What follows belongs to an exercise in optimizing a design on an open flow for small area; a production flow would make more cautious choices. Function was checked by simulation only, so behaviour that the tests miss may differ from the original. The clock port is modelled as an ideal driver; clocking choices that lean on that would not hold on a real chip.

==> flow/design.v (excerpt) <==
module switch ( clk,rst,data_in,valid_in, paddr,psel,pen,p_write,p_wdata,
out_port1,out_port2,out_port3, out_port4,valid_out,prdata);
input clk,rst,data_in,valid_in;
input [31:0]paddr;
input [31:0]p_wdata;
input psel,pen,p_write;
output out_port1,out_port2,out_port3, out_port4,valid_out;
output [31:0]prdata;
reg chip_en;
reg [3:0]out_port_en;
reg [3:0]rd_lo;
reg rd_id;
wire hit = ~|{paddr[31:4], paddr[1:0]} & ~(paddr[3] & paddr[2]);
wire acc = psel & pen & hit;
always @(posedge clk) begin
	if (!rst) begin
		chip_en <= 1'b0;
		out_port_en <= 4'b0001;
	end else if (acc & p_write) begin
		if (~paddr[3] & ~paddr[2]) chip_en <= p_wdata[0];
		if (paddr[3]) out_port_en <= p_wdata[3:0];
	end
end
always @(posedge clk) begin
	if (rst & acc & ~p_write) begin
		rd_lo <= paddr[3] ? out_port_en : {paddr[2], 1'b0, paddr[2], ~paddr[2] & chip_en};
		rd_id <= paddr[2];
	end
end
assign prdata = {24'd0, rd_id, 1'b0, rd_id, 1'b0, rd_lo};
reg [63:0]sr;
reg [5:0]cnt;       
reg [5:0]idx;       
reg pkt_rec, active, done, ob;
always @(posedge clk)
	if (valid_in) sr <= {sr[62:0], data_in};
wire [15:0]m1;
wire [3:0]m2;
genvar g;
generate
	for (g = 0; g < 16; g = g + 1) begin : l1
		assign m1[g] = sr[4*g + idx[1:0]];
	end
	for (g = 0; g < 4; g = g + 1) begin : l2
		assign m2[g] = m1[4*g + idx[3:2]];
	end
endgenerate
wire rbit = m2[idx[5:4]];
wire go = pkt_rec | (active & ~done);
  ...
For scale: ~260 cells after synthesis, roughly 90 flip-flops.
clock: 5.0 ns
lec_check: 0
cap_margin: 20
core_margin: 2
core_utilization: 65
slew_margin: 20
standard.sh (not shown) runs the stock make flow with config.mk's settings and CLKGATE_MAP_FILE= SYNTH_SCRIPT=/design/flow/synth_recipe.tcl, a recipe that flattens the netlist after the stock synthesis.
==> flow/flow/run.sh <==
#!/bin/bash
# Standard ORFS layout with these changes: ports are buffered with buf_1
# instead of clkdlybuf4s50_1; one tie cell drives all the constant outputs
# (no tie fanout repair); after floorplan every cell takes the smallest
# drive strength of its family (flow/downsize.tcl), the later repair steps
# upsizing or buffering where limits need it; clock tree synthesis inserts
# no dummy loads, and a post-CTS hook (flow/cts_resize.tcl) sizes each
# clock buffer down as far as the register clock-pin slew allows.
set -euo pipefail
here=$(pwd)
bash standard.sh \
  'BUFFER_PORTS_ARGS=-buffer_cell sky130_fd_sc_hd__buf_1' \
  'SKIP_REPAIR_TIE_FANOUT=1' \
  "POST_FLOORPLAN_TCL=$here/flow/downsize.tcl" \
  'CTS_ARGS=-sink_clustering_enable -repair_clock_nets -dont_use_dummy_load' \
  "POST_CTS_TCL=$here/flow/cts_resize.tcl" \
  finish > make_finish.log 2>&1
==> flow/flow/downsize.tcl <==
# Post-floorplan hook: give every cell the smallest-area drive strength of
# its own cell family (same name up to the _N drive suffix, so the same
# function and pins). Timing has a large margin at this clock period; the
# later repair steps fix any slew or capacitance limit this breaks.
set n 0
set saved 0
foreach inst [get_cells -hierarchical *] {
  set cell [get_lib_cells -of_objects $inst]
  set name [get_property $cell name]
  if {![regexp {^(sky130_fd_sc_hd__[a-z0-9]+)_([0-9]+)$} $name -> base drive]} { continue }
  if {[string match "*tap*" $base] || [string match "*conb*" $base] || [string match "*fill*" $base]} { continue }
  set best $name
  set barea [get_property $cell area]
  foreach c [get_lib_cells ${base}_*] {
    set cn [get_property $c name]
    if {![regexp "^${base}_\[0-9\]+\$" $cn]} { continue }
    if {[get_property $c dont_use]} { continue }
    set a [get_property $c area]
    if {$a < $barea} { set best $cn; set barea $a }
  }
  if {$best ne $name} {
    set saved [expr {$saved + [get_property $cell area] - $barea}]
    replace_cell $inst $best
    incr n
  }
}
puts "downsize: $n cells resized, [format %.1f $saved] um2 saved"
Other scripts of this flow, unchanged in this note and not shown: flow/flow/cts_resize.tcl
==> next run, changes <==
==> flow/flow/run.sh (replaced) <==
#!/bin/bash
# Standard ORFS layout with these changes: ports are buffered with buf_1
# instead of clkdlybuf4s50_1; one tie cell drives all the constant outputs
# (no tie fanout repair); every mux4_1 becomes the smaller mux4_2 after
# floorplan (flow/swap_mux4.tcl); clock tree synthesis inserts no dummy
# loads, and a post-CTS hook (flow/cts_resize.tcl) sizes each clock buffer
# down as far as the register clock-pin slew allows.
set -euo pipefail
here=$(pwd)
bash standard.sh \
  'BUFFER_PORTS_ARGS=-buffer_cell sky130_fd_sc_hd__buf_1' \
  'SKIP_REPAIR_TIE_FANOUT=1' \
  "POST_FLOORPLAN_TCL=$here/flow/swap_mux4.tcl" \
  'CTS_ARGS=-sink_clustering_enable -repair_clock_nets -dont_use_dummy_load' \
  "POST_CTS_TCL=$here/flow/cts_resize.tcl" \
  finish > make_finish.log 2>&1
==> flow/flow/swap_mux4.tcl (new file) <==
# Post-floorplan hook: mux4_2 has the same function as mux4_1 in less area,
# so use it for every 4:1 mux.
set n 0
foreach inst [get_cells -hierarchical *] {
  if {[get_property [get_lib_cells -of_objects $inst] name] eq "sky130_fd_sc_hd__mux4_1"} {
    replace_cell $inst sky130_fd_sc_hd__mux4_2
    incr n
  }
}
puts "swap_mux4: $n mux4_1 replaced by mux4_2"
removed: flow/flow/downsize.tcl
Global-route usage came out lower by 0.35 points.
Non-clock buffer count is unchanged.
Core utilization increases by 0.11 points.

## separate check: timing with driven ports
In the flow no input, the clock included, has a driving cell. The finished layouts below were timed again as built, in two steps. Step 1 assumes that a clkbuf_16 drives the clock port and a buf_2 every other input. Step 2 also shifts input and output timing later by t, the mid clock arrival at the registers, as if the neighbouring blocks saw the same clock. Slacks: ideal / step 1 / step 2; pairs: ideal / step 1.
run	t, ns	setup slack, ns	worst setup path at the end	worst slew at a driven data input, ns
the first run	0.461	2.378 / 2.352 / 2.149	input to register	0.04
the second run	0.479	2.376 / 2.347 / 2.223	input to register	0.04
After both steps every run listed still meets setup and hold. For the first run, which loses most, drivers alone change the setup slack by -0.026 ns; drivers and shift together by -0.229 ns.
